This design comes from an exercise in tuning for small area, a short achievable clock period and few clock cycles on the open sky130 flow, not from production work. RTL that was checked went through simulation tests only; none was proved equivalent to the original. Only the layout flow was run in runs 2 to 6; the RTL was not checked for function there. No activity file was given, so power comes from the tool's default toggle rates.

--- run.sh ---
#!/bin/bash
# synth_recipe.tcl (not shown) runs the flow's synth.tcl, then flattens the netlist and writes it again
# the make line also repeats each setting of config.mk as NAME=value (left out here)
make -C /OpenROAD-flow-scripts/flow DESIGN_CONFIG=/design/flow/config.mk WORK_HOME=/design/flow/orfs CLKGATE_MAP_FILE= SYNTH_SCRIPT=/design/flow/synth_recipe.tcl finish
--- config.mk ---
export PLATFORM = sky130hd
export DESIGN_NAME = cpu
export DESIGN_NICKNAME = cpu
export VERILOG_FILES = /design/flow/design.v
export SDC_FILE = /design/flow/constraint.sdc
export NUM_CORES = 4
export LEC_CHECK = 0
export CAP_MARGIN = 20
export CORE_MARGIN = 2
export CORE_UTILIZATION = 60
export CTS_CLUSTER_DIAMETER = 150
export CTS_CLUSTER_SIZE = 22
export SETUP_SLACK_MARGIN = 2.5
export SLEW_MARGIN = 20
--- constraint.sdc ---
create_clock -name core_clock -period 6.0 [get_ports {clk}]
set_input_delay 1.2000 -clock core_clock [delete_from_list [all_inputs] [get_ports {clk}]]
set_output_delay 1.2000 -clock core_clock [all_outputs]
set_load 0.01 [all_outputs]
--- design.v ---
module cpu(clk, reset, read_data, datapath_out, mem_cmd, mem_addr);
  input clk, reset;
  input [15:0] read_data;
  output [15:0] datapath_out;
  output reg [1:0] mem_cmd;
  output reg [8:0] mem_addr;
  reg [15:0] R [0:7];
  reg [15:0] w1;        
  reg [2:0]  w1b;       
  reg        v1;        
  reg [15:0] ir;
  reg        irv;       
  reg [15:0] A, B;
  reg [8:0]  ma;
  reg        mab;       
  reg        inflight;  
  reg        ldwb;      
  reg [2:0]  ld_rd;
  reg        halted;
  reg [8:0]  pc;        
  reg [8:0]  pcm;       
  wire [2:0] opcode = ir[15:13];
  wire [1:0] op     = ir[12:11];
  wire [1:0] sh     = ir[4:3];
  wire is_ldr = opcode == 3'b011;
  wire is_str = opcode == 3'b100;
  wire is_hlt = opcode == 3'b111;
  wire exec   = irv & ~ldwb & ~halted & ~(mab & (is_ldr | is_str));
  wire memop  = exec & (is_ldr | is_str);
  reg [15:0] sb;
  always_comb begin
    case (sh)
      2'b00: sb = B;
      2'b01: sb = {B[14:0], 1'b0};
      2'b10: sb = {1'b0, B[15:1]};
      default: sb = {B[15], B[15:1]};
    endcase
  end
  wire [15:0] sum;
  pfx_add #(16) add16 (.a(A), .b(sb), .s(sum));
  reg [15:0] res;
  reg        wr;
  always_comb begin
    res = 16'b0;
    wr  = 1'b0;
    if (opcode == 3'b110) begin
      if (op == 2'b10) begin
        res = {{8{ir[7]}}, ir[7:0]};
        wr = 1'b1;
      end else if (op == 2'b00) begin
        res = sb;
        wr = 1'b1;
      end
    end else if (opcode == 3'b101) begin
      case (op)
        2'b00: begin res = sum;    wr = 1'b1; end
        2'b10: begin res = A & sb; wr = 1'b1; end
        2'b11: begin res = ~sb;    wr = 1'b1; end
        default: ;
      endcase
    end
  end
  wire [2:0] wnum = (opcode == 3'b110 && op == 2'b10) ? ir[10:8] : ir[7:5];
  wire        wx    = exec & wr;
  wire        we    = ldwb | wx;
  wire [2:0]  waddr = ldwb ? ld_rd : wnum;
  wire [15:0] wdata = ldwb ? read_data : res;
  always_ff @(posedge clk) begin
    if (we) R[waddr] <= wdata;
  end
  wire adv  = ~irv | exec;    
  wire take = ~v1 | adv;      
  wire refetch = inflight & ~take & ~halted;
  wire fetch = ~memop & ~halted & ~refetch & ~(pc[8] & (inflight | v1 | irv));
  assign datapath_out = B;
  always_comb begin
    if (memop) begin
      mem_cmd  = is_str ? 2'b10 : 2'b01;
      mem_addr = ma;
    end else begin
      mem_cmd  = (fetch | refetch) ? 2'b01 : 2'b00;
      mem_addr = refetch ? pcm : pc;
    end
  end
  wire [2:0] sela = w1[10:8];
  wire [2:0] selb = w1b;
  wire hitxa = wx & (wnum == sela);
  wire hitxb = wx & (wnum == selb);
  wire hitla = ldwb & (ld_rd == sela);
  wire hitlb = ldwb & (ld_rd == selb);
  wire [7:0] oha = 8'b1 << sela;
  wire [7:0] ohb = 8'b1 << selb;
  reg [15:0] ra, rb;
  integer k;
  always_comb begin
    ra = 16'b0;
    rb = 16'b0;
    for (k = 0; k < 8; k = k + 1) begin
      ra = ra | ({16{oha[k]}} & R[k]);
      rb = rb | ({16{ohb[k]}} & R[k]);
    end
  end
  wire [8:0] ma_r;
  pfx_add #(9) addr_r (.a(ra[8:0]), .b({{4{w1[4]}}, w1[4:0]}), .s(ma_r));
  wire [2:0] irb = (ir[14] | ir[13]) ? ir[2:0] : ir[7:5];
  wire hla = ldwb & (ld_rd == ir[10:8]);
  wire hlb = ldwb & (ld_rd == irb);
  wire [8:0] ma_h;
  pfx_add #(9) addr_h (.a(hla ? read_data[8:0] : A[8:0]), .b({{4{ir[4]}}, ir[4:0]}), .s(ma_h));
  always_ff @(posedge clk) begin
    if (adv) begin
      ir  <= w1;
      A   <= hitxa ? res : (hitla ? read_data : ra);
      B   <= hitxb ? res : (hitlb ? read_data : rb);
      ma  <= ma_r;
      mab <= hitxa | hitla;
    end else begin
      if (hla) A <= read_data;
      if (hlb) B <= read_data;
      if (hla | mab) ma <= ma_h;
      mab <= 1'b0;
    end
    if (take) begin
      w1  <= read_data;
      w1b <= (read_data[14] | read_data[13]) ? read_data[2:0] : read_data[7:5];
    end
    ld_rd <= wnum;
  end
  always_ff @(posedge clk) begin
    if (reset) begin
      pc       <= 9'd0;
      v1       <= 1'b0;
      irv      <= 1'b0;
      inflight <= 1'b0;
      ldwb     <= 1'b0;
      halted   <= 1'b0;
    end else begin
      if (fetch) begin
        pc  <= pc + 9'd1;
        pcm <= pc;
      end
      inflight <= fetch | refetch;
      if (take) v1 <= inflight;
      if (adv) irv <= v1;
      ldwb <= memop & is_ldr;
      if (exec & is_hlt) halted <= 1'b1;
    end
  end
endmodule
module pfx_add #(parameter W = 16) (a, b, s);
  input  [W-1:0] a, b;
  output [W-1:0] s;
  parameter L = 4;  
  wire [W-1:0] g [0:L];
  wire [W-1:0] p [0:L];
  assign g[0] = a & b;
  assign p[0] = a ^ b;
  genvar k, i;
  generate
    for (k = 0; k < L; k = k + 1) begin : lvl
      for (i = 0; i < W; i = i + 1) begin : bit_
        if (i >= (1 << k)) begin : c
          assign g[k+1][i] = g[k][i] | (p[k][i] & g[k][i-(1<<k)]);
          assign p[k+1][i] = p[k][i] & p[k][i-(1<<k)];
        end else begin : n
          assign g[k+1][i] = g[k][i];
          assign p[k+1][i] = p[k][i];
        end
      end
    end
  endgenerate
  assign s = p[0] ^ {g[L][W-2:0], 1'b0};
endmodule
==> flow_summary.toml, run 1 <==
[timing]
maxSlewViolCount = 0
tightest_slew_ps = 1030
fin_skew_ps = 28.4
fmax_mhz = 273
setup_violations = 0
grt_setup_unrepaired = "true"
max_slew_margin_pct = 31.1
final_hold_viol_count = 0
worst_slack_ps = 2340
fin_hold_ws_ps = 419
tns_ps = 0
finalCritPeriodShare_pct = 61.0
period_minus_slack_ps = 3660

[layout]
layout_common_cells = "edfxtp_1, nor2_1, nand2_1"
final_util_pct = 70.3
fin_area_sq_mm = 0.0149
multi_input_area_sq_mm = 0.00614
finalNetCount = 1249
drive_gt1_share_pct = 19.2
final_common_cell = "edfxtp_1"
layout.area.seq_sq_mm = 0.00676
area.growth.synth_to_final_pct = 14.1
instances_no_fill = 1476
n_fill_cell = 1552
insertedDiodeCount = 0

[grt]
gr-total-overflow = 0
grt_pass1_wl_microns = 57200
grt_usage_pct = 33.9
grt_pass1_vias = 9512
antenna_found_initial = 0
grt_max_degree = 40

[synth]
synth_cell_types = 80
yosys_warnings = 3
synth-seq-cells = 231
yosysSeqAreaShare_pct = 51.9
synth_edf_count = 213
syn-cell-area_sq_mm = 0.0130
syn_nets = 1174
post_synth.cell_area_avg_sq_um = 11.6
async_flop_share_pct = 0
ys.flop_type = "edfxtp_1"
postSynthCellCount = 1118

[worst_setup_path]
r2r-start = "w1[8]"
reg2reg_depth = 13
startpoint = "ir[13]"
worstSetupEndpointType = "primary output"
path_max_fanout = 12
rrSetupSlack_ps = 2570
path_class = "reg -> out"
setup.worst_path.start_class = "flop"
critPathArrivalTime_ps = 2460
worst_ep_required_time_ps = 4800

[clock_tree]
cts_buffers = 14
ctsLongestPathBuffers = 3
htree_levels = 1
cts_tree = "built"
clkTransAtPathRegs_ps = 100
clk_latency_ps = 500
cts_hold_buf = 0
clkSinkCount = 231
cts_root_buf = "clkbuf_16"

[power_and_ir_drop]
swShare_pct = 28.4
p_leak_nw = 5.44
powerDensity_mw_per_mm2 = 246
p_switching_mw = 1.04
power_mw = 3.66
vdd_ir_drop_max_mv = 0.302
p_int_mw = 2.62
clockPowerShare_pct = 26.5
seqPwrFrac_pct = 52.2
comb_power_share_pct = 21.3

[detailed_routing]
drt_pass1_iterations = 6
wl_microns = 38400
drc = 0
vias_per_cell = 6.78
wl_per_cell_microns = 26.0
num_vias = 10000
antenna_left = 0
drt_iter0_drc = 1240

[placed_design]
dp_hpwl_microns = 26500
dp.cells = 1396
portBuffers = 44
gp_congestion = 0.968
place_area_sq_mm = 0.0137
place_ws_ps = 1790

[die]
die-height_microns = 151
dieArea_sq_mm = 0.0229
initial_core_util_pct = 61.6
die_x_microns = 151
ios = 45
coreArea_sq_mm = 0.0212
row_count = 53

[outcome]
outcome = "no timing/DRC/antenna violations"

[worst_hold_path]
min_path_type = "reg -> reg"
hold_depth = 0
min_from = "w1[14]"

[run]
cap_violations = 0
## worst max-delay path, cell delays in order, from the launching register on
cell	delay, ps
edfxtp_1	540
and3b_2	310
nor2_1	170
nor3_1	80
buf_4	180
buf_4	170
o21ai_0	220
dlygate4sd2_1	300
## state kept, by name, summed over array words and instances (netlist names), 9 cells and up
| signal | flops |
|---|---|
| R | 128 |
| A | 16 |
| B | 16 |
| ir | 16 |
| w1 | 16 |
| ma | 9 |
| pc | 9 |
| pcm | 9 |
## cell usage after synthesis (all sizes together), types with 4 or more instances
cell type	count	area, sq um
a221o	5	50.1
a21o	7	52.6
xnor2	27	236
or3	4	25.0
xor2	21	184
mux4	24	541
nand3b	4	30.0
nand3	11	55.1
mux2i	58	584
o221ai	14	129
a21oi	78	394
and2	7	48.8
dfxtp	18	360
o221a	4	45.0
clkbuf	28	106
nand4	8	50.1
mux2	38	432
o211ai	4	30.0
and3	8	50.1
nor2	103	397
buf	35	188
inv	27	101
edfxtp	213	6400
nor2b	8	50.1
nand2	97	374
ha	35	438
nor3	16	85.1
nand2b	5	31.3
a22oi	21	158
a221oi	34	304
a22o	6	52.6
o21ai	62	310
clkinv	4	15.0
a31oi	13	81.3
a222oi	5	50.1
o22ai	15	93.8
or2	4	25.0
## final timing paths
path / endpoint
min reg2reg: ir[14]
max: mem_addr[7]
min: ir[14]
max reg2reg: ma[8]
## final cells by class
cell class | instances | area share, %
Clock buffer | 22 | 2.56
Clock inverter | 2 | 0.219
Inverter | 31 | 0.833
Multi-Input combinational cell | 794 | 41.3
Sequential cell | 231 | 45.5
Tap cell | 275 | 2.32
Timing Repair Buffer | 121 | 7.29
## routing by layer
layer | wire, microns | up-vias | global-route usage [%]
met5 | 0 | - | 0
met4 | 1660 | 0 | 13.1
met3 | 3910 | 113 | 4.82
met2 | 17500 | 580 | 53.3
met1 | 15300 | 4837 | 48.2
li1 | - | 4472 | -
## power by group through the flow
stage,clock network [mW],registers (mW),logic (mW)
2_1_floorplan,0,1.91,0.502
3_3_place_gp,0,1.95,0.689
3_5_place_dp,0,1.96,0.692
4_1_cts,0.980,1.91,0.726
5_1_grt,1.03,1.92,0.839
6_report,0.969,1.91,0.777
## timing repair
| action | in CTS | in global routing |
|---|---|---|
| cloned | 1 | 0 |
| pin swaps | 11 | 10 |
| setup buffers | 34 | 21 |
| endpoints found under the setup margin | 156 | 127 |
| resized for setup | 77 | 53 |
## cells by family (layout without fill, tap and decap cells)
group	Yosys count	in the layout	synth area share, %
xor+xnor	48	48	3.23
flops	231	231	51.9
buf+inv	94	176	3.15
fa+ha+maj	38	38	3.82
mux	120	120	12.0
compound gates	304	305	16.0
simple gates	283	283	9.94
Testbench counts, summed over its fixed seeds: cycles 9,896.
==> run 2, diff against run 1 <==
--- a/design.v
+++ b/design.v
@@ -20,3 +20,2 @@
   reg [8:0]  pc;        
-  reg [8:0]  pcm;       
   wire [2:0] opcode = ir[15:13];
@@ -72,4 +71,4 @@
   wire take = ~v1 | adv;      
-  wire refetch = inflight & ~take & ~halted;
-  wire fetch = ~memop & ~halted & ~refetch & ~(pc[8] & (inflight | v1 | irv));
+  wire stall_n;
+  wire fetch = ~memop & ~halted & ~stall_n & ~(pc[8] & (inflight | v1 | irv));
   assign datapath_out = B;
@@ -80,4 +79,4 @@
     end else begin
-      mem_cmd  = (fetch | refetch) ? 2'b01 : 2'b00;
-      mem_addr = refetch ? pcm : pc;
+      mem_cmd  = fetch ? 2'b01 : 2'b00;
+      mem_addr = pc;
     end
@@ -87,2 +86,3 @@
   wire hitxa = wx & (wnum == sela);
+  assign stall_n = v1 & inflight & hitxa & (w1[15:13] == 3'b011 || w1[15:13] == 3'b100);
   wire hitxb = wx & (wnum == selb);
@@ -137,7 +137,4 @@
     end else begin
-      if (fetch) begin
-        pc  <= pc + 9'd1;
-        pcm <= pc;
-      end
-      inflight <= fetch | refetch;
+      if (fetch) pc <= pc + 9'd1;
+      inflight <= fetch;
       if (take) v1 <= inflight;
--- a/config.mk
+++ b/config.mk
@@ -9,5 +9,3 @@
 export CORE_MARGIN = 2
-export CORE_UTILIZATION = 60
-export CTS_CLUSTER_DIAMETER = 150
-export CTS_CLUSTER_SIZE = 22
+export CORE_UTILIZATION = 40
 export SETUP_SLACK_MARGIN = 2.5
==> run 2 against run 1 <==
Compared with the run above:
- still clean on timing, DRC and antenna
- wire length increased by 9.8%
- register-to-register slack worse by 100 ps
- combinational power increased by 11%
- synthesized cell count increased by 3.0%
==> flow_summary.toml, run 2 <==
[timing]
maxSlewViolCount = 0
fin_skew_ps = 12.4
finalCritPeriodShare_pct = 60.3
tns_ps = 0
fmax_mhz = 276
max_slew_margin_pct = 22.0
period_minus_slack_ps = 3620
final_hold_viol_count = 0
tightest_slew_ps = 1170
grt_setup_unrepaired = "true"
setup_violations = 0
fin_hold_ws_ps = 420

[synth]
yosysMostFrequentCell = "edfxtp_1"
synth_top_area_share_pct = 46.6
synth_edf_count = 204
synth-seq-cells = 222
async_flop_share_pct = 0
synthTopCellsByArea = "edfxtp_1, mux2_2, mux2i_1, ha_1, a221oi_1"
syn_nets = 1207
syn-cell-area_sq_mm = 0.0131
ys.flop_type = "edfxtp_1"
yosysSeqAreaShare_pct = 49.4
yosys_warnings = 3
synth_top_area_cell = "edfxtp_1"
post_synth.cell_area_avg_sq_um = 11.4
postSynthCellCount = 1151
synth_cell_types = 81
synth_common_cells = "edfxtp_1, nor2_1, mux2_2, nand2_1, o21ai_0"

[grt]
grt_pass1_wl_microns = 62100
grt_usage_pct = 24.3
grt_max_degree = 45
antenna_found_initial = 0
gr-total-overflow = 0
grt_pass1_vias = 10000

[clock_tree]
clkSinkCount = 222
cts_hold_buf = 0
cts_tree = "built"
cts_root_buf = "clkbuf_16"
cts_buffers = 25
htree_levels = 1
clk_latency_ps = 540
ctsLongestPathBuffers = 3
clkTransAtPathRegs_ps = 60

[layout]
insertedDiodeCount = 0
final_util_pct = 47.3
top_register = "R"
largest_reg_flops = 128
area.growth.synth_to_final_pct = 17.0
final_common_cell = "edfxtp_1"
layout_common_cells = "edfxtp_1, nor2_1, mux2_2"
drive_gt1_share_pct = 19.4
finalNetCount = 1269
n_fill_cell = 2916

[die]
coreArea_sq_mm = 0.0325
initial_core_util_pct = 40.5
row_count = 66
die_x_microns = 185
die-height_microns = 185
ios = 45
dieArea_sq_mm = 0.0343

[placed_design]
portBuffers = 44
gp_congestion = 0.894
dp_hpwl_microns = 28800

[worst_setup_path]
worst_ep_required_time_ps = 4800
worstSetupEndpointType = "primary output"
r2r-start = "w1[10]"
crit_family = "simple AND/OR/NAND/NOR gates"
rrSetupSlack_ps = 2470
critPathBufInv = 2
setup.worst_path.start_class = "flop"
path_max_fanout = 4
startpoint = "ir[13]"
cp_slowest_cell = "edfxtp_1"
critPathArrivalTime_ps = 2420
cpPeakStageDelay_ps = 430
cp_cell_sequence = "buf_6 -> nand3b_4 -> nor2_4 -> mux2i_2 -> nand4_1 -> o21ai_2 -> nand2_1 -> clkbuf_2"
path_class = "reg -> out"

[detailed_routing]
wl_microns = 42200
antenna_left = 0
num_vias = 10400
wl_per_cell_microns = 25.2
drt_iter0_drc = 1192
vias_per_cell = 6.21
drt_pass1_iterations = 6
drc = 0

[run]
cap_violations = 0

[power_and_ir_drop]
powerDensity_mw_per_mm2 = 284
p_leak_nw = 5.70
vdd_ir_drop_max_mv = 0.182

[worst_hold_path]
min_path_type = "reg -> reg"
min_from = "w1[5]"

[outcome]
outcome = "no timing/DRC/antenna violations"
-- run 2: per-stage QoR --
step / power (mW) / setup slack (ps) / cells / area [sq um]
finish: 4.36 / 2380 / 1672 / 15400
CTS: 4.33 / 2360 / 1667 / 15200
floorplan: 2.40 / 2660 / 1151 / 13100
global placement: 2.66 / 1940 / 1597 / 14000
global route: 4.51 / 2320 / 1672 / 15400
detailed placement: 2.67 / 1870 / 1597 / 14000
-- run 2: layout make-up --
type / count / area (sq um) / share of cell area (%)
repair buffers: 102 / 917 / 5.97
well taps: 442 / 553 / 3.60
multi-input cells: 826 / 6390 / 41.6
clock buffers: 25 / 626 / 4.07
inverters: 36 / 136 / 0.888
clock inverters: 19 / 254 / 1.65
flip-flops and latches: 222 / 6490 / 42.2
-- run 2: final timing paths --
kind                              endpoint  depth (start not counted)
worst max-delay path            mem_cmd[0]                          8
worst min-delay path                 ir[5]                          0
worst max register to register       ma[8]                         12
worst min register to register       ir[5]                          0
-- run 2: cell families after synthesis --
kind of cell	share of synthesized area, %
buffers and inverters	3.43
adders and majority gates	3.79
DFF	49.4
muxes	12.3
AOI/OAI and AO/OA	17.9
and+or+nand+nor	10.6
xor gates and xnor gates	2.60
-- run 2: worst reg2reg max path: stages, from the launching register on --
cell and delay, ps:
edfxtp_1 460, buf_6 220, buf_4 240, inv_1 120, nor2_1 350, a221oi_1 170, o22ai_1 590, ha_1 390
nor2_1 100, o21bai_1 230, o41ai_2 130, xnor2_1 140, mux2i_1 90
-- run 2: power by group --
part           internal [mW]  switching [mW]
clock                   1.02           0.637
sequential              1.78          0.0630
combinational          0.353           0.509
-- run 2: repair_timing --
| action | in CTS | in global routing |
|---|---|---|
| endpoints found under the setup margin | 157 | 126 |
| gates resized for setup | 41 | 36 |
| setup buffers | 26 | 4 |
| pin swaps | 6 | 6 |
| endpoints found under the hold margin | 0 | 0 |
| gates cloned | 0 | 1 |
-- run 2: per-layer routing --
| metal | vias up | global-route usage [%] | routed length [microns] |
|---|---|---|---|
| li1 | 4633 | - | - |
| met1 | 5081 | 33.4 | 17500 |
| met2 | 557 | 38.6 | 19000 |
| met3 | 119 | 3.11 | 3690 |
| met4 | 0 | 10.8 | 1950 |
| met5 | - | 0 | 0 |
==> run 3, diff against run 2 <==
--- a/config.mk
+++ b/config.mk
@@ -10,2 +10,4 @@
 export CORE_UTILIZATION = 40
+export CTS_CLUSTER_DIAMETER = 150
+export CTS_CLUSTER_SIZE = 22
 export SETUP_SLACK_MARGIN = 2.5
==> run 3 against run 2 <==
Compared with the run above:
- clock power shrank about 40%
- largest cell class unchanged
- clock-buffer cell count shrank 6
- critical endpoint unchanged
- critical path type unchanged
- synthesized cell count is the same
- sequential power is essentially flat
- clock skew grew 16 ps
- die area is the same
- largest power group unchanged
==> flow_summary.toml, run 3 <==
[synth]
ys.flop_type = "edfxtp_1"
synth_common_cells = "edfxtp_1, nor2_1, mux2_2, nand2_1, o21ai_0"
postSynthCellCount = 1151
synth_cell_types = 81
synth_top_area_share_pct = 46.6
syn_nets = 1207
yosysSeqAreaShare_pct = 49.4
yosysMostFrequentCell = "edfxtp_1"
synth_edf_count = 204
synth_top_area_cell = "edfxtp_1"
post_synth.cell_area_avg_sq_um = 11.4
synthTopCellsByArea = "edfxtp_1, mux2_2, mux2i_1, ha_1, a221oi_1"
async_flop_share_pct = 0
synth-seq-cells = 222
yosys_warnings = 3
syn-cell-area_sq_mm = 0.0131

[detailed_routing]
antenna_left = 0
drt_iter0_drc = 1048
num_vias = 10300
vias_per_cell = 6.23
wl_per_cell_microns = 25.3
drt_pass1_iterations = 5
drc = 0
wl_microns = 41700

[layout]
layout_common_cells = "edfxtp_1, nor2_1, mux2_2"
final_util_pct = 45.9
layout.area.seq_sq_mm = 0.00649
insertedDiodeCount = 0
multi_input_area_sq_mm = 0.00640
finalNetCount = 1259
largest_reg_flops = 128
instances_no_fill = 1649
top_register = "R"
area.growth.synth_to_final_pct = 13.5
drive_gt1_share_pct = 18.1
final_common_cell = "edfxtp_1"
n_fill_cell = 2939

[worst_setup_path]
crit_cells = 8
worstSetupEndpointType = "primary output"
cp_slowest_cell = "edfxtp_1"
setup.worst_path.start_class = "flop"
path_class = "reg -> out"
path_max_fanout = 4
endpoint = "mem_cmd[0]"
crit_family = "simple AND/OR/NAND/NOR gates"
worst_ep_required_time_ps = 4800
cpPeakStageDelay_ps = 430
critPathBufInv = 2
rr_endpoint = "ma[8]"
startpoint = "ir[13]"
r2r-start = "w1[10]"
rrSetupSlack_ps = 2540
reg2reg_depth = 12
critPathArrivalTime_ps = 2400
cp_cell_sequence = "buf_6 -> nand3b_4 -> nor2_4 -> mux2i_2 -> nand4_1 -> o21ai_2 -> nand2_1 -> clkbuf_2"

[clock_tree]
cts_hold_buf = 0
clkSinkCount = 222
clk_latency_ps = 510
htree_levels = 1
cts_tree = "built"
clkTransAtPathRegs_ps = 100
cts_buffers = 14
cts_root_buf = "clkbuf_16"
ctsLongestPathBuffers = 3

[grt]
grt_usage_pct = 24.2
antenna_found_initial = 0
grt_pass1_wl_microns = 61700
grt_max_degree = 45
grt_pass1_vias = 9952
gr-total-overflow = 0

[timing]
tns_ps = 0
grt_setup_unrepaired = "true"
fmax_mhz = 278
fin_skew_ps = 28.4
finalCritPeriodShare_pct = 60.0
maxSlewViolCount = 0
max_slew_margin_pct = 25.5
final_hold_viol_count = 0
setup_violations = 0
period_minus_slack_ps = 3600
tightest_slew_ps = 1110

[die]
row_count = 66
ios = 45
initial_core_util_pct = 40.5
coreArea_sq_mm = 0.0325
dieArea_sq_mm = 0.0343
die_x_microns = 185
die-height_microns = 185

[power_and_ir_drop]
clockPowerShare_pct = 27.0
power_mw = 3.70
powerDensity_mw_per_mm2 = 248
p_switching_mw = 1.10
seqPwrFrac_pct = 49.7
p_int_mw = 2.60
comb_power_share_pct = 23.3
vdd_ir_drop_max_mv = 0.139
p_leak_nw = 5.46
swShare_pct = 29.7

[run]
cap_violations = 0

[placed_design]
portBuffers = 44
gp_congestion = 0.894
dp.cells = 1597
dp_hpwl_microns = 28800

[worst_hold_path]
min_path_type = "reg -> reg"
hold_depth = 0

[outcome]
outcome = "no timing/DRC/antenna violations"
run 3: cell types whose count changed in the layout (fill, tap and decap cells not counted), sizes merged:
| cell | previous run | this run |
|---|---|---|
| clkinvlp | 1 | 0 |
| clkinv | 11 | 1 |
| bufinv | 6 | 0 |
| clkdlybuf4s15 | 0 | 2 |
| inv | 37 | 36 |
| clkbuf | 27 | 25 |
| dlygate4sd2 | 8 | 3 |
run 3: worst min path at each step:
stage           start  slack (ps)     end
6_report        w1[5]         430   ir[5]
5_1_grt         w1[5]         440   ir[5]
4_1_cts         w1[5]         430   ir[5]
3_5_place_dp    w1[6]         410   ir[6]
3_3_place_gp    w1[7]         400   ir[7]
2_1_floorplan  w1[11]         400  ir[11]
run 3: logic make-up after synthesis:
family          share of synthesized area (%)
xor+xnor                                 2.60
buf+inv                                  3.43
flops                                    49.4
mux                                      12.3
simple gates                             10.6
fa+ha+maj                                3.79
compound gates                           17.9
run 3: repair_timing:
action	CTS	global route
setup buffers	26	5
resized for setup	42	46
pin swaps	5	7
setup endpoints to repair	189	128
gates cloned	0	1
run 3: area by class of cell:
cell class                 instances  area share (%)
sequential                       222            43.5
multi-input combinational        826            43.0
timing repair buffer             103            6.14
tap                              442            3.71
clock buffer                      19            2.62
inverter                          36           0.915
clock inverter                     1           0.134
run 3: metal layers:
metal / up-vias / part of all wire (%) / GRT usage [%]
li1: 4582 / - / -
met1: 5018 / 41 / 32.8
met2: 560 / 46 / 38.4
met3: 107 / 9.0 / 3.64
met4: 0 / 4.3 / 10.9
met5: - / 0 / 0
run 3: metrics by stage:
step / hold slack [ps] / instance area [sq um] / worst slack (ps)
after floorplan: 400 / 13100 / 2660
after global placement: 403 / 14000 / 1940
after detailed placement: 408 / 14000 / 1870
after CTS: 433 / 14700 / 2380
after global routing: 437 / 14900 / 2330
final: 431 / 14900 / 2400
run 3: power groups by stage:
stage | Combinational [mW] | Clock [mW] | Sequential (mW)
4_1_cts | 0.823 | 1.01 | 1.84
5_1_grt | 0.930 | 1.06 | 1.85
3_5_place_dp | 0.784 | 0 | 1.88
2_1_floorplan | 0.551 | 0 | 1.85
6_report | 0.859 | 0.998 | 1.84
3_3_place_gp | 0.776 | 0 | 1.88
==> run 4, diff against run 3 <==
--- a/config.mk
+++ b/config.mk
@@ -7,2 +7,3 @@
 export LEC_CHECK = 0
+export ABC_AREA = 1
 export CAP_MARGIN = 20
==> run 4 against run 3 <==
Compared with the run above:
- worst hold slack worse by 2.0 ps
- synthesized cell count is 44% higher
- maximum frequency is 1.7% higher
- largest cell class unchanged
- largest power group unchanged
==> flow_summary.toml, run 4 <==
[outcome]
outcome = "no timing/DRC/antenna violations"

[synth]
post_synth.cell_area_avg_sq_um = 8.01
synth_top_area_share_pct = 46.0
synth_top_area_cell = "edfxtp_1"
syn-cell-area_sq_mm = 0.0133
synthTopCellsByArea = "edfxtp_1, nand2_1, inv_1, nand3_1, nor2_1"
ys.flop_type = "edfxtp_1"
synth-seq-cells = 222
syn_nets = 1719
postSynthCellCount = 1663
yosysMostFrequentCell = "nand2_1"
yosysSeqAreaShare_pct = 48.7
synth_edf_count = 204
yosys_warnings = 3
async_flop_share_pct = 0
synth_common_cells = "nand2_1, edfxtp_1, inv_1"
synth_cell_types = 47

[detailed_routing]
drt_pass1_iterations = 5
antenna_left = 0
wl_per_cell_microns = 20.1
drc = 0
vias_per_cell = 5.53
num_vias = 12100
wl_microns = 43900
drt_iter0_drc = 1379

[placed_design]
place_area_sq_mm = 0.0142
dp_hpwl_microns = 31100
portBuffers = 44
gp_congestion = 0.942
place_ws_ps = 1960
dp.cells = 2120

[worst_setup_path]
critPathArrivalTime_ps = 2340
setup.worst_path.start_class = "flop"
worstSetupEndpointType = "primary output"
worst_ep_required_time_ps = 4800
cp_cell_sequence = "buf_4 -> buf_4 -> nor2_4 -> nand2_2 -> nand2_4 -> a21oi_4 -> nand2_4 -> mux2_2 -> dlygate4sd2_1"
crit_family = "buffers and inverters"
cp_slowest_cell = "edfxtp_1"
path_max_fanout = 5
cpPeakStageDelay_ps = 410
path_class = "reg -> out"
critPathBufInv = 3

[layout]
instances_no_fill = 2181
finalNetCount = 1792
final_common_cell = "nand2_1"
layout_common_cells = "nand2_1, edfxtp_1, inv_1"
area.growth.synth_to_final_pct = 14.6
drive_gt1_share_pct = 9.43
fin_area_sq_mm = 0.0153
top_register = "R"
insertedDiodeCount = 0
largest_reg_flops = 128

[die]
row_count = 66
die_x_microns = 186
ios = 45
initial_core_util_pct = 40.8
die-height_microns = 186
coreArea_sq_mm = 0.0326
dieArea_sq_mm = 0.0348

[timing]
finalCritPeriodShare_pct = 59.0
grt_setup_unrepaired = "true"
tns_ps = 0
maxSlewViolCount = 0
period_minus_slack_ps = 3540
fin_skew_ps = 28.0
fmax_mhz = 283
fin_hold_ws_ps = 429
setup_violations = 0
tightest_slew_ps = 1060
final_hold_viol_count = 0
worst_slack_ps = 2460
max_slew_margin_pct = 29.0

[grt]
antenna_found_initial = 1
grt_pass1_vias = 11100
grt_pass1_wl_microns = 65900
grt_usage_pct = 24.5
gr-total-overflow = 0
grt_max_degree = 46

[power_and_ir_drop]
p_leak_nw = 6.66
vdd_ir_drop_max_mv = 0.151
powerDensity_mw_per_mm2 = 270

[clock_tree]
cts_root_buf = "clkbuf_16"
cts_tree = "built"
clkTransAtPathRegs_ps = 100
clk_latency_ps = 500
cts_buffers = 14
clkSinkCount = 222
htree_levels = 1
ctsLongestPathBuffers = 3

[run]
cap_violations = 0

[worst_hold_path]
min_path_type = "reg -> reg"
run 4: changes by cell type after synthesis, sizes merged, moves of 16 or more:
cell    before  now
a221oi      45    0
a221o       16    0
a21oi       55  107
nand2       70  504
o21ai       65   85
o22ai        9   53
nor2b       16    0
xnor2       25    2
buf         36   20
nand3       18  143
mux2        72    6
nor2       103  148
mux2i       52    0
inv         35  213
run 4: where the power goes:
group	switching [mW]	internal, mW
sequential	0.0978	1.83
clock	0.537	0.442
combinational	0.790	0.430
run 4: metal layers:
metal / routed length [microns] / up-vias / track usage, % / share of wire, %
li1: - / 5738 / - / -
met1: 18700 / 5621 / 34.3 / 43
met2: 19800 / 602 / 39.7 / 45
met3: 3850 / 108 / 2.69 / 8.8
met4: 1540 / 0 / 8.18 / 3.5
met5: 0 / - / 0 / 0
run 4: repair_timing:
item,4_1_cts,5_1_grt
setup buffers,18,21
pin swaps,7,12
setup endpoints to repair,125,126
resized for setup,49,43
cloned,2,1
hold buffers,0,0
run 4: cell families (layout without fill, tap and decap cells):
logic type      Yosys count  after routing  synth area share (%)
simple gates            836            838                  26.3
fa+ha+maj                38             38                  3.74
compound gates          285            285                  12.1
flops                   222            222                  48.7
mux                       6              6                 0.507
buf+inv                 262            336                  7.79
xor+xnor                 14             14                 0.921
run 4: final timing paths:
kind                            startpoint     endpoint  slack, ps  depth (start not counted)
worst max-delay path                ir[14]  mem_addr[8]       2460                          9
worst min-delay path                 w1[7]        ir[7]        430                          0
worst max register to register       w1[8]        ma[7]       2650                         12
worst min register to register       w1[7]        ir[7]        430                          0
run 4: area by class of cell:
class                      instances  area, sq um
multi-input combinational       1181         6090
clock inverter                     2         36.3
sequential                       222         6490
tap                              442          553
clock buffer                      17          362
inverter                         215          827
timing repair buffer             102          902
fill                            3166        17400
run 4: stage by stage:
| step | util [%] | power, mW |
|---|---|---|
| 3_5_place_dp | 43.6 | 3.10 |
| 3_3_place_gp | 43.6 | 3.09 |
| 4_1_cts | 45.8 | 4.09 |
| 2_1_floorplan | - | 2.70 |
| 5_1_grt | 46.8 | 4.34 |
| 6_report | 46.8 | 4.12 |
==> run 5, diff against run 4 <==
--- a/config.mk
+++ b/config.mk
@@ -13,3 +13,3 @@
 export CTS_CLUSTER_SIZE = 22
-export SETUP_SLACK_MARGIN = 2.5
+export SETUP_SLACK_MARGIN = 2.7
 export SLEW_MARGIN = 20
==> run 5 against run 4 <==
Compared with the run above:
- still clean on timing, DRC and antenna
- area after synthesis unchanged
- synthesized cell count unchanged
- clock skew up 3.6 ps
- cell area up 1.6%
- global-route usage up 0.28 points
- register-to-register slack better by 20 ps
- wire length up 1.5%
- maximum frequency about the same
- utilization up 0.77 points
- worst hold slack worse by 5.7 ps
- clock-buffer cell count unchanged
- sequential share of layout area down 0.69 points
- largest cell class unchanged
- highest routed layer unchanged
==> flow_summary.toml, run 5 <==
[outcome]
outcome = "no timing/DRC/antenna violations"

[detailed_routing]
wl_per_cell_microns = 20.2
num_vias = 12300
antenna_left = 0
vias_per_cell = 5.57
drc = 0
drt_pass1_iterations = 5
wl_microns = 44600
drt_iter0_drc = 1360

[grt]
grt_pass1_vias = 11200
grt_pass1_wl_microns = 66700
gr-total-overflow = 0
grt_usage_pct = 24.8
antenna_found_initial = 1
grt_max_degree = 46

[worst_setup_path]
cp_slowest_cell = "edfxtp_1"
worst_ep_required_time_ps = 4800
startpoint = "ir[14]"
reg2reg_depth = 14
cpPeakStageDelay_ps = 440
critPathMostFrequentCell = "buf_6"
crit_family = "buffers and inverters"
path_max_fanout = 5
r2r-start = "w1[8]"
path_class = "reg -> out"
setup.worst_path.start_class = "flop"
critPathArrivalTime_ps = 2340
crit_cells = 11
cp_cell_sequence = "buf_4 -> buf_6 -> nor2_4 -> nand2_2 -> nand2_4 -> buf_6 -> nand2_4 -> buf_4 -> buf_6 -> mux2_4 -> buf_6"
worstSetupEndpointType = "primary output"
rrSetupSlack_ps = 2670
critPathBufInv = 6
rr_endpoint = "ma[8]"

[synth]
synth_edf_count = 204
yosysSeqAreaShare_pct = 48.7
synth_common_cells = "nand2_1, edfxtp_1, inv_1"
postSynthCellCount = 1663
syn_nets = 1719
yosys_warnings = 3
synth-seq-cells = 222
synth_top_area_share_pct = 46.0
yosysMostFrequentCell = "nand2_1"
synthTopCellsByArea = "edfxtp_1, nand2_1, inv_1, nand3_1, nor2_1"
post_synth.cell_area_avg_sq_um = 8.01
syn-cell-area_sq_mm = 0.0133
synth_top_area_cell = "edfxtp_1"
synth_cell_types = 47
async_flop_share_pct = 0
ys.flop_type = "edfxtp_1"

[placed_design]
gp_congestion = 0.942
place_area_sq_mm = 0.0142
dp_hpwl_microns = 31100
portBuffers = 44
dp.cells = 2120

[die]
row_count = 66
die_x_microns = 186
initial_core_util_pct = 40.8
dieArea_sq_mm = 0.0348
coreArea_sq_mm = 0.0326
die-height_microns = 186
ios = 45

[timing]
grt_setup_unrepaired = "true"
fin_hold_ws_ps = 424
max_slew_margin_pct = 29.2
period_minus_slack_ps = 3540
final_hold_viol_count = 0
setup_violations = 0
finalCritPeriodShare_pct = 58.9
fmax_mhz = 283
tightest_slew_ps = 1060
maxSlewViolCount = 0
fin_skew_ps = 31.5
tns_ps = 0

[layout]
top_register = "R"
largest_reg_flops = 128
drive_gt1_share_pct = 12.0
insertedDiodeCount = 0
layout_common_cells = "nand2_1, edfxtp_1, inv_1"
final_common_cell = "nand2_1"
area.growth.synth_to_final_pct = 16.5
finalNetCount = 1812
instances_no_fill = 2201
fin_area_sq_mm = 0.0155

[power_and_ir_drop]
p_leak_nw = 6.77
vdd_ir_drop_max_mv = 0.172
power_mw = 4.16
powerDensity_mw_per_mm2 = 268

[worst_hold_path]
whs_endpoint = "ir[7]"
hold_depth = 0
min_path_type = "reg -> reg"
min_from = "w1[7]"

[clock_tree]
clkSinkCount = 222
cts_buffers = 14
clkTransAtPathRegs_ps = 110
cts_root_buf = "clkbuf_16"
ctsLongestPathBuffers = 3
cts_tree = "built"
clk_latency_ps = 510
htree_levels = 1

[run]
cap_violations = 0
## run 5: per-stage QoR
stage               utilization (%)  worst slack [ps]
global placement               43.6              2030
CTS                            46.6              2460
global route                   47.5              2370
detailed placement             43.6              1960
floorplan                         -              2860
finish                         47.5              2460
## run 5: worst max path at each step
stage | slack (ps) | endpoint
final | 2460 | mem_addr[8]
after global routing | 2370 | mem_cmd[0]
after CTS | 2460 | mem_cmd[0]
after detailed placement | 1960 | mem_cmd[0]
after global placement | 2030 | mem_cmd[0]
after floorplan | 2860 | B[0]
## run 5: per-layer routing
layer	part of all wire, %	track usage [%]	routed length (microns)
met4	3.5	8.58	1560
met2	45	40.3	20200
met1	43	34.6	19100
met3	8.2	2.58	3660
met5	0	0	0
## run 5: kinds of logic (layout without fill, tap and decap cells)
logic type               after synthesis  count (layout)  share of synthesized area [%]
XOR/XNOR                              14              14                          0.921
AND/OR/NAND/NOR                      836             837                           26.3
multiplexers                           6               6                          0.507
flip-flops                           222             222                           48.7
adder cells (fa/ha/maj)               38              38                           3.74
buffers and inverters                262             357                           7.79
AO/OA/AOI/OAI                        285             285                           12.1
## run 5: area by class of cell
class / count / area (sq um)
sequential: 222 / 6490
multi-input combinational: 1180 / 6170
timing repair buffer: 123 / 1070
fill: 3136 / 17100
inverter: 215 / 831
clock inverter: 2 / 36.3
clock buffer: 17 / 362
tap: 442 / 553
## run 5: what timing repair did
item,4_1_cts,5_1_grt
buffers inserted,41,19
pin swaps,13,14
hold buffers,0,0
gates resized for setup,100,52
cloned,2,0
setup endpoints to repair,152,155
## run 5: power by group
part	switching [mW]	total (mW)	internal (mW)	leakage (nW)
Combinational	0.805	1.25	0.449	4.44
Sequential	0.0991	1.93	1.83	2.14
Clock	0.542	0.984	0.442	0.193
==> run 6, diff against run 5 <==
--- a/design.v
+++ b/design.v
@@ -22,3 +22,2 @@
   wire [1:0] op     = ir[12:11];
-  wire [1:0] sh     = ir[4:3];
   wire is_ldr = opcode == 3'b011;
@@ -28,11 +27,3 @@
   wire memop  = exec & (is_ldr | is_str);
-  reg [15:0] sb;
-  always_comb begin
-    case (sh)
-      2'b00: sb = B;
-      2'b01: sb = {B[14:0], 1'b0};
-      2'b10: sb = {1'b0, B[15:1]};
-      default: sb = {B[15], B[15:1]};
-    endcase
-  end
+  wire [15:0] sb = B;
   wire [15:0] sum;
@@ -109,2 +100,4 @@
   pfx_add #(9) addr_h (.a(hla ? read_data[8:0] : A[8:0]), .b({{4{ir[4]}}, ir[4:0]}), .s(ma_h));
+  wire [1:0] shd = (w1[15:13] == 3'b100) ? 2'b00 : w1[4:3];
+  wire [1:0] shx = (ir[15:13] == 3'b100) ? 2'b00 : ir[4:3];
   always_ff @(posedge clk) begin
@@ -113,3 +106,3 @@
       A   <= hitxa ? res : (hitla ? read_data : ra);
-      B   <= hitxb ? res : (hitlb ? read_data : rb);
+      B   <= hitxb ? shf(res, shd) : (hitlb ? shf(read_data, shd) : shf(rb, shd));
       ma  <= ma_r;
@@ -118,3 +111,3 @@
       if (hla) A <= read_data;
-      if (hlb) B <= read_data;
+      if (hlb) B <= shf(read_data, shx);
       if (hla | mab) ma <= ma_h;
@@ -145,2 +138,10 @@
   end
+  function automatic [15:0] shf(input [15:0] v, input [1:0] s);
+    case (s)
+      2'b00:   shf = v;
+      2'b01:   shf = {v[14:0], 1'b0};
+      2'b10:   shf = {1'b0, v[15:1]};
+      default: shf = {v[15], v[15:1]};
+    endcase
+  endfunction
 endmodule
--- a/config.mk
+++ b/config.mk
@@ -7,3 +7,2 @@
 export LEC_CHECK = 0
-export ABC_AREA = 1
 export CAP_MARGIN = 20
@@ -11,5 +10,3 @@
 export CORE_UTILIZATION = 40
-export CTS_CLUSTER_DIAMETER = 150
-export CTS_CLUSTER_SIZE = 22
-export SETUP_SLACK_MARGIN = 2.7
+export SETUP_SLACK_MARGIN = 2.5
 export SLEW_MARGIN = 20
==> run 6 against run 5 <==
Compared with the run above:
- final cell count is 16% lower
- sequential power fell by 4%
- non-clock buffer count fell by 6
- via count down 0.68%
- worst setup slack got worse by 220 ps
- worst hold slack got worse by 3.7 ps
- power increased by 5.0%
- register-to-register slack worse by 160 ps
- die area increased by 7.1%
- utilization decreased by 0.96 points
- first-iteration DRC count fell by 2.7%
==> flow_summary.toml, run 6 <==
[outcome]
outcome = "no timing/DRC/antenna violations"

[timing]
fmax_mhz = 266
tns_ps = 0
finalCritPeriodShare_pct = 62.7
setup_violations = 0
maxSlewViolCount = 0
tightest_slew_ps = 1140
period_minus_slack_ps = 3760
fin_skew_ps = 26.6
grt_setup_unrepaired = "true"
max_slew_margin_pct = 24.1
final_hold_viol_count = 0

[worst_setup_path]
cp_slowest_cell = "edfxtp_1"
worst_ep_required_time_ps = 4800
cp_cell_sequence = "buf_6 -> and4bb_4 -> buf_6 -> nand3_2 -> a21o_1 -> o2111a_2 -> a31oi_4 -> o21bai_1 -> buf_2"
critPathArrivalTime_ps = 2560
cpPeakStageDelay_ps = 480
critPathMostFrequentCell = "buf_6"
path_class = "reg -> out"
path_max_fanout = 4
setup.worst_path.start_class = "flop"
worstSetupEndpointType = "primary output"

[worst_hold_path]
min_path_type = "reg -> reg"

[placed_design]
portBuffers = 44
dp_hpwl_microns = 33500
gp_congestion = 0.964

[layout]
layout_common_cells = "edfxtp_1, nor2_1, nand2_1"
drive_gt1_share_pct = 18.7
final_common_cell = "edfxtp_1"
largest_reg_flops = 128
insertedDiodeCount = 0
top_register = "R"
area.growth.synth_to_final_pct = 15.4
finalNetCount = 1422
final_util_pct = 46.6

[grt]
grt_usage_pct = 26.0
antenna_found_initial = 0
gr-total-overflow = 0
grt_pass1_wl_microns = 72600
grt_max_degree = 48
grt_pass1_vias = 11600

[power_and_ir_drop]
powerDensity_mw_per_mm2 = 265
vdd_ir_drop_max_mv = 0.216
p_leak_nw = 5.93

[detailed_routing]
drt_iter0_drc = 1323
wl_microns = 49200
vias_per_cell = 6.59
wl_per_cell_microns = 26.6
drt_pass1_iterations = 5
num_vias = 12200
antenna_left = 0
drc = 0

[clock_tree]
clk_latency_ps = 550
clkTransAtPathRegs_ps = 70
ctsLongestPathBuffers = 3
cts_root_buf = "clkbuf_16"
cts_buffers = 26
cts_tree = "built"
htree_levels = 1
clkSinkCount = 222

[synth]
yosysSeqAreaShare_pct = 45.4
synth_cell_types = 91
synthTopCellsByArea = "edfxtp_1, mux2_2, mux4_2, a21oi_1, ha_1"
post_synth.cell_area_avg_sq_um = 10.7
syn-cell-area_sq_mm = 0.0143
yosys_warnings = 3
yosysMostFrequentCell = "edfxtp_1"
ys.flop_type = "edfxtp_1"
synth_edf_count = 204
synth_top_area_share_pct = 42.9
synth_common_cells = "edfxtp_1, nor2_1, nand2_1"
synth_top_area_cell = "edfxtp_1"
synth-seq-cells = 222
postSynthCellCount = 1331
syn_nets = 1385
async_flop_share_pct = 0

[die]
dieArea_sq_mm = 0.0372
die_x_microns = 193
row_count = 69
die-height_microns = 193
initial_core_util_pct = 40.4
ios = 45
coreArea_sq_mm = 0.0354

[run]
cap_violations = 0
-- run 6: per-layer routing --
metal / up-vias / track usage [%] / part of all wire (%)
li1: 5363 / - / -
met1: 6040 / 34.8 / 41
met2: 663 / 41.8 / 46
met3: 110 / 5.68 / 10
met4: 0 / 9.44 / 3.9
met5: - / 0 / 0
-- run 6: where the power goes --
part	internal, mW	switching, mW
Combinational	0.398	0.578
Clock	0.900	0.646
Sequential	1.77	0.0772
-- run 6: worst paths after layout --
kind / startpoint / endpoint / slack, ps / cells after the start
hold reg to reg: w1[7] / ir[7] / 420 / 0
hold / removal: w1[7] / ir[7] / 420 / 0
setup / recovery: ir[13] / mem_cmd[0] / 2240 / 9
setup reg to reg: ir[13] / B[10] / 2510 / 10
-- run 6: repair_timing --
action	4_1_cts	5_1_grt
endpoints found under the setup margin	69	41
pin swaps	9	8
cloned	2	1
buffers inserted	36	4
hold endpoints to repair	0	0
gates resized for setup	92	37
hold buffers	0	0
-- run 6: cell type report --
class                   count  area (sq um)
repair buffers            117          1100
clock buffers              34           733
inverters                  29           113
flip-flops and latches    222          6490
clock inverters            14          95.1
well taps                 461           577
multi-input cells         972          7390
fillers                  3242         18900
-- run 6: kinds of logic after synthesis --
| kind of cell | Yosys count | share of synthesized area, % |
|---|---|---|
| buffers and inverters | 137 | 4.15 |
| DFF | 222 | 45.4 |
| adders and majority gates | 36 | 3.31 |
| and+or+nand+nor | 345 | 12.0 |
| xor gates and xnor gates | 34 | 2.14 |
| AOI/OAI and AO/OA | 437 | 22.2 |
| muxes | 120 | 10.8 |
-- run 6: per-stage QoR --
step	worst slack (ps)	total power, mW	instances	area [sq um]	hold slack, ps
after floorplan	2600	2.48	1331	14300	400
after global placement	1700	2.77	1758	15000	406
after detailed placement	1670	2.78	1758	15000	405
after CTS	2280	4.34	1844	16300	421
after global routing	2170	4.52	1849	16500	428
final	2240	4.37	1849	16500	420
-- run 6: worst max-delay path, delay by kind of cell (launching register included) --
kind            cells  cell delay [ps]
buf+inv             3              440
simple gates        2              450
flops               1              480
compound gates      4              640
==> run 7, diff against run 6 <==
--- a/design.v
+++ b/design.v
@@ -11,2 +11,5 @@
   reg [15:0] ir;
+  reg        wd;        
+  reg [2:0]  wn;        
+  reg        mo;        
   reg        irv;       
@@ -22,2 +25,3 @@
   wire [1:0] op     = ir[12:11];
+  wire [1:0] sh     = ir[4:3];
   wire is_ldr = opcode == 3'b011;
@@ -26,4 +30,12 @@
   wire exec   = irv & ~ldwb & ~halted & ~(mab & (is_ldr | is_str));
-  wire memop  = exec & (is_ldr | is_str);
-  wire [15:0] sb = B;
+  wire memop  = mo;
+  reg [15:0] sb;
+  always_comb begin
+    case (sh)
+      2'b00: sb = B;
+      2'b01: sb = {B[14:0], 1'b0};
+      2'b10: sb = {1'b0, B[15:1]};
+      default: sb = {B[15], B[15:1]};
+    endcase
+  end
   wire [15:0] sum;
@@ -31,24 +43,14 @@
   reg [15:0] res;
-  reg        wr;
   always_comb begin
-    res = 16'b0;
-    wr  = 1'b0;
-    if (opcode == 3'b110) begin
-      if (op == 2'b10) begin
-        res = {{8{ir[7]}}, ir[7:0]};
-        wr = 1'b1;
-      end else if (op == 2'b00) begin
-        res = sb;
-        wr = 1'b1;
-      end
-    end else if (opcode == 3'b101) begin
+    if (opcode == 3'b110)
+      res = (op == 2'b10) ? {{8{ir[7]}}, ir[7:0]} : sb;
+    else
       case (op)
-        2'b00: begin res = sum;    wr = 1'b1; end
-        2'b10: begin res = A & sb; wr = 1'b1; end
-        2'b11: begin res = ~sb;    wr = 1'b1; end
-        default: ;
+        2'b00:   res = sum;
+        2'b10:   res = A & sb;
+        default: res = ~sb;
       endcase
-    end
   end
-  wire [2:0] wnum = (opcode == 3'b110 && op == 2'b10) ? ir[10:8] : ir[7:5];
+  wire       wr   = wd;
+  wire [2:0] wnum = wn;
   wire        wx    = exec & wr;
@@ -100,4 +102,2 @@
   pfx_add #(9) addr_h (.a(hla ? read_data[8:0] : A[8:0]), .b({{4{ir[4]}}, ir[4:0]}), .s(ma_h));
-  wire [1:0] shd = (w1[15:13] == 3'b100) ? 2'b00 : w1[4:3];
-  wire [1:0] shx = (ir[15:13] == 3'b100) ? 2'b00 : ir[4:3];
   always_ff @(posedge clk) begin
@@ -105,4 +105,7 @@
       ir  <= w1;
+      wd  <= (w1[15:13] == 3'b110 && (w1[12:11] == 2'b10 || w1[12:11] == 2'b00)) ||
+             (w1[15:13] == 3'b101 && w1[12:11] != 2'b01);
+      wn  <= (w1[15:13] == 3'b110 && w1[12:11] == 2'b10) ? w1[10:8] : w1[7:5];
       A   <= hitxa ? res : (hitla ? read_data : ra);
-      B   <= hitxb ? shf(res, shd) : (hitlb ? shf(read_data, shd) : shf(rb, shd));
+      B   <= hitxb ? res : (hitlb ? read_data : rb);
       ma  <= ma_r;
@@ -111,3 +114,3 @@
       if (hla) A <= read_data;
-      if (hlb) B <= shf(read_data, shx);
+      if (hlb) B <= read_data;
       if (hla | mab) ma <= ma_h;
@@ -129,3 +132,7 @@
       halted   <= 1'b0;
+      mo       <= 1'b0;
     end else begin
+      mo <= (adv ? v1 : irv) & ~(memop & is_ldr) & ~(halted | (exec & is_hlt)) &
+            ~(adv & (hitxa | hitla)) &
+            (adv ? (w1[15:13] == 3'b011 || w1[15:13] == 3'b100) : (is_ldr | is_str));
       if (fetch) pc <= pc + 9'd1;
@@ -138,10 +145,2 @@
   end
-  function automatic [15:0] shf(input [15:0] v, input [1:0] s);
-    case (s)
-      2'b00:   shf = v;
-      2'b01:   shf = {v[14:0], 1'b0};
-      2'b10:   shf = {1'b0, v[15:1]};
-      default: shf = {v[15], v[15:1]};
-    endcase
-  endfunction
 endmodule
==> run 7 against run 6 <==
Compared with the run above:
- clock-buffer cell count down 5
- non-clock buffer count down 14
- worst setup slack better by 260 ps
- die area down 7.1%
- critical path depth up 4
- worst hold slack improved by 29 ps
- critical path type is now reg -> reg
- critical endpoint is now R[6][15]
==> flow_summary.toml, run 7 <==
[die]
die-height_microns = 186
row_count = 66
ios = 45
initial_core_util_pct = 40.6
dieArea_sq_mm = 0.0346
die_x_microns = 186
coreArea_sq_mm = 0.0326

[timing]
period_minus_slack_ps = 3500
grt_setup_unrepaired = "true"
final_hold_viol_count = 0
tns_ps = 0
setup_violations = 0
tightest_slew_ps = 974
finalCritPeriodShare_pct = 58.3
fmax_mhz = 286
max_slew_margin_pct = 34.9
fin_skew_ps = 13.1
worst_slack_ps = 2500
maxSlewViolCount = 0

[clock_tree]
clkTransAtPathRegs_ps = 60
cts_tree = "built"
htree_levels = 1
cts_root_buf = "clkbuf_16"
cts_buffers = 25
clkSinkCount = 227
clk_latency_ps = 530
ctsLongestPathBuffers = 3
cts_hold_buf = 0

[detailed_routing]
antenna_left = 0
drt_iter0_drc = 1055
wl_microns = 38500
wl_per_cell_microns = 23.4
num_vias = 9963
vias_per_cell = 6.04
drt_pass1_iterations = 5
drc = 0

[worst_setup_path]
critPathMostFrequentCell = "a21o_1"
worst_ep_required_time_ps = 6270
critPathArrivalTime_ps = 3770
cpPeakStageDelay_ps = 440
crit_family = "compound AO/OA/AOI/OAI gates"
path_max_fanout = 8
cp_slowest_cell = "a311oi_4"
setup.worst_path.start_class = "flop"
path_class = "reg -> reg"
cp_cell_sequence = "buf_4 -> mux2i_1 -> nor2_1 -> a21oi_2 -> inv_1 -> ha_1 -> a21o_1 -> a221o_1 -> a21o_1 -> a311oi_4 -> mux2i_4 -> o31ai_4 -> buf_6"
critPathBufInv = 3
worstSetupEndpointType = "flop"

[layout]
layout_common_cells = "edfxtp_1, nand2_1, nor2_1"
fin_area_sq_mm = 0.0158
instances_no_fill = 1649
top_register = "R"
finalNetCount = 1245
insertedDiodeCount = 0
final_common_cell = "edfxtp_1"
largest_reg_flops = 128
n_fill_cell = 2867
area.growth.synth_to_final_pct = 19.1
drive_gt1_share_pct = 20.6

[placed_design]
dp_hpwl_microns = 26800
place_area_sq_mm = 0.0142
dp.cells = 1568
gp_congestion = 0.872
place_ws_ps = 1570
portBuffers = 44

[grt]
met2_usage_pct = 36.8
grt_usage_pct = 22.2
gr-total-overflow = 0
grtUsageMet1_pct = 30.1
grt_pass1_vias = 9603
grt_pass1_wl_microns = 57600
grt_max_degree = 53
grt_busiest_layer = "met2"
antenna_found_initial = 0
met3_usage_pct = 2.76

[power_and_ir_drop]
vdd_ir_drop_max_mv = 0.181
powerDensity_mw_per_mm2 = 291
power_mw = 4.60
p_leak_nw = 5.64

[synth]
synth_edf_count = 208
ys.flop_type = "edfxtp_1"
yosysSeqAreaShare_pct = 50.0
synth_top_area_cell = "edfxtp_1"
yosys_warnings = 3
syn_nets = 1183
synth_cell_types = 78
yosysMostFrequentCell = "edfxtp_1"
synthTopCellsByArea = "edfxtp_1, mux4_2, mux2_2, mux2i_1, ha_1"
synth-seq-cells = 227
synth_top_area_share_pct = 47.1
postSynthCellCount = 1127
post_synth.cell_area_avg_sq_um = 11.8
synth_common_cells = "edfxtp_1, nand2_1, nor2_1"
async_flop_share_pct = 0
syn-cell-area_sq_mm = 0.0133

[outcome]
outcome = "no timing/DRC/antenna violations"

[worst_hold_path]
min_path_type = "reg -> reg"

[run]
cap_violations = 0
-- run 7: cell count changes in the layout (fill, tap and decap cells not counted), sizes merged, moves of 11 or more --
cell           previous run  this run
nor2                    108        86
a211oi                   32        11
xnor2                    21        38
clkdlybuf4s50            30        41
buf                      81        58
a21oi                    85        61
mux2i                    38        58
a221oi                   46         9
nand3                    30        15
-- run 7: power breakdown --
group,internal (mW),switching (mW),leakage [nW]
clock network,1.02,0.616,0.422
logic,0.442,0.583,3.06
registers,1.87,0.0716,2.16
-- run 7: logic make-up after synthesis --
group                    after synthesis  share of synthesized area (%)
multiplexers                         144                           14.2
AND/OR/NAND/NOR                      278                           9.92
AO/OA/AOI/OAI                        283                           15.1
adder cells (fa/ha/maj)               38                           3.76
buffers and inverters                 96                           2.88
flip-flops                           227                           50.0
XOR/XNOR                              61                           4.13
-- run 7: final timing paths --
kind,startpoint,to,slack (ps),cells past startpoint
max,ir[3],R[6][15],2500,13
max reg2reg,ir[3],R[6][15],2500,13
min,w1[6],ir[6],450,0
min reg2reg,w1[6],ir[6],450,0
-- run 7: layout make-up --
type                    count  area, sq um  share of cell area, %
flip-flops and latches    227         6630                   42.0
multi-input cells         804         6630                   42.0
inverters                  28          105                  0.666
well taps                 442          553                   3.50
repair buffers            103          995                   6.30
clock buffers              29          641                   4.06
clock inverters            16          230                   1.46
-- run 7: worst reg2reg max path, cell delays in order, from the launching register on --
cell	delay, ps
edfxtp_1	420
buf_4	190
mux2i_1	150
nor2_1	60
a21oi_2	190
inv_1	100
ha_1	280
a21o_1	210
a221o_1	350
a21o_1	230
a311oi_4	440
mux2i_4	370
o31ai_4	100
buf_6	150
-- run 7: routing by layer --
layer,share of wire (%),vias to the layer above
met1,42,4951
met4,3.8,0
li1,-,4500
met3,7.1,87
met5,0,-
met2,47,425
-- run 7: metrics by stage --
stage / hold slack (ps) / utilization, %
CTS: 446 / 47.4
floorplan: 420 / -
global placement: 432 / 43.4
global route: 463 / 48.4
finish: 449 / 48.4
detailed placement: 434 / 43.5
-- run 7: what timing repair did --
action                     CTS  global route
setup endpoints to repair  142           101
gates cloned                 0             1
resized for setup           45            51
setup buffers               26             9
pin swaps                    8             4
Testbench counts of run 7, summed over its fixed seeds: cycles 9,896.
==> run 8, diff against run 7 <==
--- a/config.mk
+++ b/config.mk
@@ -7,2 +7,3 @@
 export LEC_CHECK = 0
+export ABC_AREA = 1
 export CAP_MARGIN = 20
@@ -10,2 +11,4 @@
 export CORE_UTILIZATION = 40
+export CTS_CLUSTER_DIAMETER = 150
+export CTS_CLUSTER_SIZE = 22
 export SETUP_SLACK_MARGIN = 2.5
==> run 8 against run 7 <==
Compared with the run above:
- clock-buffer cell count is 10 lower
- global-route usage is 2.9 points higher
- sequential power is 6% higher
- critical path depth is 2 higher
- die area is 1.5% higher
- final cell count is 30% higher
- clock power is 39% lower
- via count is 21% higher
- combinational power is 36% higher
- register-to-register slack better by 80 ps
- largest cell class is now registers
- flip-flop and latch count stayed put
- critical path type unchanged
- clock skew is 21 ps higher
==> flow_summary.toml, run 8 <==
[die]
die_x_microns = 187
row_count = 67
die-height_microns = 187
coreArea_sq_mm = 0.0334
ios = 45
dieArea_sq_mm = 0.0351
initial_core_util_pct = 40.3

[power_and_ir_drop]
swShare_pct = 35.4
clockPowerShare_pct = 22.5
vdd_ir_drop_max_mv = 0.232
p_int_mw = 2.88
p_switching_mw = 1.58
p_leak_nw = 6.46
powerDensity_mw_per_mm2 = 292
seqPwrFrac_pct = 46.2
comb_power_share_pct = 31.3

[timing]
finalCritPeriodShare_pct = 57.0
fin_skew_ps = 34.2
grt_setup_unrepaired = "true"
tightest_slew_ps = 1000
maxSlewViolCount = 0
max_slew_margin_pct = 33.0
final_hold_viol_count = 0
setup_violations = 0
period_minus_slack_ps = 3420
tns_ps = 0
fmax_mhz = 292

[worst_setup_path]
worst_ep_required_time_ps = 6270
endpoint = "ma[5]"
crit_family = "simple AND/OR/NAND/NOR gates"
cp_slowest_cell = "edfxtp_1"
critPathBufInv = 3
rrSetupSlack_ps = 2580
critPathArrivalTime_ps = 3690
rr_endpoint = "ma[5]"
cpPeakStageDelay_ps = 490
worstSetupEndpointType = "flop"
crit_cells = 15
startpoint = "w1[10]"
r2r-start = "w1[10]"
reg2reg_depth = 15
path_max_fanout = 8
cp_cell_sequence = "buf_4 -> nand2_1 -> buf_4 -> nor2_1 -> a221oi_1 -> nand3_2 -> ha_2 -> nand3_1 -> nand2_1 -> a21oi_1 -> inv_1 -> a21oi_1 -> or2_2 -> nand3_1 -> o21ai_1"
path_class = "reg -> reg"
setup.worst_path.start_class = "flop"

[layout]
n_fill_cell = 3288
area.growth.synth_to_final_pct = 13.4
finalNetCount = 1740
final_common_cell = "nand2_1"
insertedDiodeCount = 0
layout_common_cells = "nand2_1, inv_1, edfxtp_1"
largest_reg_flops = 128
final_util_pct = 45.8
top_register = "R"
instances_no_fill = 2136
drive_gt1_share_pct = 9.42

[grt]
gr-total-overflow = 0
grt_max_degree = 42
grt_usage_pct = 25.0
antenna_found_initial = 0
grt_pass1_wl_microns = 66700
grt_pass1_vias = 11200

[synth]
synthTopCellsByArea = "edfxtp_1, nand2_1, inv_1, o22ai_1, o21ai_0"
async_flop_share_pct = 0
ys.flop_type = "edfxtp_1"
post_synth.cell_area_avg_sq_um = 8.33
yosysSeqAreaShare_pct = 49.2
syn_nets = 1671
synth-simple-area-share_pct = 22.4
muxShareOfSynthArea_pct = 0.409
synth_edf_count = 208
yosys_warnings = 3
yosysMostFrequentCell = "nand2_1"
postSynthCellCount = 1615
synth_top_area_cell = "edfxtp_1"
synth_common_cells = "nand2_1, inv_1, edfxtp_1"
syn-cell-area_sq_mm = 0.0135
synth_top_area_share_pct = 46.4
synth_compound_gate_area_share_pct = 14.8
synth_adder_area_share_pct = 3.70
synth_cell_types = 52
synthXorXnorAreaFrac_pct = 0.976
synth-seq-cells = 227
synth_top_family_by_area = "simple AND/OR/NAND/NOR gates"

[placed_design]
gp_congestion = 0.917
portBuffers = 44
dp.cells = 2080
dp_hpwl_microns = 31100

[detailed_routing]
drc = 0
vias_per_cell = 5.66
wl_per_cell_microns = 21.2
antenna_left = 0
drt_pass1_iterations = 6
wl_microns = 45200
drt_iter0_drc = 1293
num_vias = 12100

[clock_tree]
ctsLongestPathBuffers = 3
clk_latency_ps = 500
cts_tree = "built"
cts_root_buf = "clkbuf_16"
clkSinkCount = 227
clkTransAtPathRegs_ps = 110
htree_levels = 1
cts_buffers = 14

[worst_hold_path]
min_from = "pc[7]"
min_path_type = "reg -> reg"

[run]
cap_violations = 0

[outcome]
outcome = "no timing/DRC/antenna violations"
==> run 8: cell count changes after synthesis, moves of 33 or more <==
| cell | change |
|---|---|
| nand2_1 | +360 |
| inv_1 | +196 |
| o22ai_1 | +71 |
| mux2i_1 | -57 |
| nand3_1 | +57 |
| mux2_2 | -52 |
| o21ai_0 | +46 |
| nor2_1 | +38 |
| xnor2_1 | -33 |
==> run 8: kinds of logic after synthesis <==
| family | Yosys count |
|---|---|
| AOI/OAI and AO/OA | 338 |
| and+or+nand+nor | 713 |
| muxes | 5 |
| buffers and inverters | 279 |
| adders and majority gates | 38 |
| xor gates and xnor gates | 15 |
| DFF | 227 |
==> run 8: final cells by class <==
cell class,instances,area (sq um),area share (%)
flip-flops and latches,227,6630,43.4
well taps,448,561,3.67
repair buffers,101,902,5.91
clock buffers,19,390,2.56
clock inverters,1,16.3,0.107
inverters,230,886,5.80
multi-input cells,1110,5890,38.5
==> run 8: power groups by stage <==
| stage | registers [mW] | logic, mW | clock network [mW] |
|---|---|---|---|
| 2_1_floorplan | 2.05 | 0.852 | 0 |
| 3_3_place_gp | 2.10 | 1.27 | 0 |
| 3_5_place_dp | 2.10 | 1.28 | 0 |
| 4_1_cts | 2.06 | 1.31 | 1.02 |
| 5_1_grt | 2.07 | 1.53 | 1.07 |
| 6_report | 2.06 | 1.40 | 1.00 |
==> run 8: routing by layer <==
metal / global-route usage (%) / up-vias / share of wire (%)
met5: 0 / - / 0
met2: 40.3 / 725 / 45
li1: - / 5610 / -
met4: 13.0 / 0 / 5.4
met3: 2.83 / 145 / 10
met1: 33.4 / 5614 / 39
==> run 8: repair_timing <==
item                                   in CTS  in global routing
hold buffers                                0                  0
buffers inserted                           17                 17
gates resized for setup                    26                 39
setup endpoints to repair                 139                122
gates cloned                                1                  1
endpoints found under the hold margin       0                  0
pin swaps                                   2                  7
==> run 8: worst reg2reg max path, delay by kind of cell (launching register included) <==
kind | cells | cell delay, ps
DFF | 1 | 490
adders and majority gates | 1 | 450
and+or+nand+nor | 7 | 1190
buffers and inverters | 3 | 560
AOI/OAI and AO/OA | 4 | 500
==> run 8: how the worst min path moves through the flow <==
stage                     endpoint  slack, ps  depth (start not counted)
after floorplan           ld_rd[1]        420                          0
after global placement    ld_rd[1]        440                          0
after detailed placement  ld_rd[1]        440                          0
after CTS                 ld_rd[1]        470                          0
after global routing         ir[3]        500                          0
final                        pc[7]        480                          2
==> run 8: through the flow <==
| step | hold WS, ps | cell area, sq um | worst slack (ps) | power, mW |
|---|---|---|---|---|
| 2_1_floorplan | 419 | 13500 | 2960 | 2.90 |
| 3_3_place_gp | 439 | 14300 | 1800 | 3.37 |
| 3_5_place_dp | 442 | 14300 | 1770 | 3.38 |
| 4_1_cts | 473 | 14900 | 2160 | 4.39 |
| 5_1_grt | 495 | 15300 | 2400 | 4.67 |
| 6_report | 477 | 15300 | 2580 | 4.46 |

==> static timing again, ports no longer ideal <==
No port has a modelled driver above. Below, the same layouts with a new extraction and two added sets of constraints.
Step 1 assumes that a clkbuf_16 drives the clock port and a buf_2 every other input.
Step 2 times the ports against the registers' clock, not the clock port: input delays grow and output delays shrink by t, the midpoint of the rising clock arrivals with the driver on.
Slacks: ideal / step 1 / step 2; pairs: ideal / step 1.
| run | t, ns | slack for setup (ns) | hold WS [ns] |
|---|---|---|---|
| run 1 | 0.534 | 2.340 / 2.292 / 2.188 | 0.419 / 0.419 / 0.419 |
| run 2 | 0.582 | 2.383 / 2.333 / 2.104 | 0.420 / 0.420 / 0.420 |
| run 3 | 0.548 | 2.401 / 2.350 / 2.137 | 0.431 / 0.431 / 0.431 |
| run 4 | 0.540 | 2.460 / 2.408 / 2.190 | 0.429 / 0.429 / 0.429 |
| run 5 | 0.541 | 2.464 / 2.412 / 2.316 | 0.424 / 0.424 / 0.424 |
| run 6 | 0.587 | 2.239 / 2.191 / 2.106 | 0.420 / 0.420 / 0.420 |
| run 7 | 0.571 | 2.504 / 2.504 / 2.177 | 0.449 / 0.449 / 0.449 |
| run 8 | 0.539 | 2.579 / 2.541 / 2.111 | 0.477 / 0.477 / 0.477 |
After both steps every run listed still meets setup and hold. The setup slack of run 8, which loses most, moves by -0.038 ns with the drivers and by -0.468 ns with both steps.
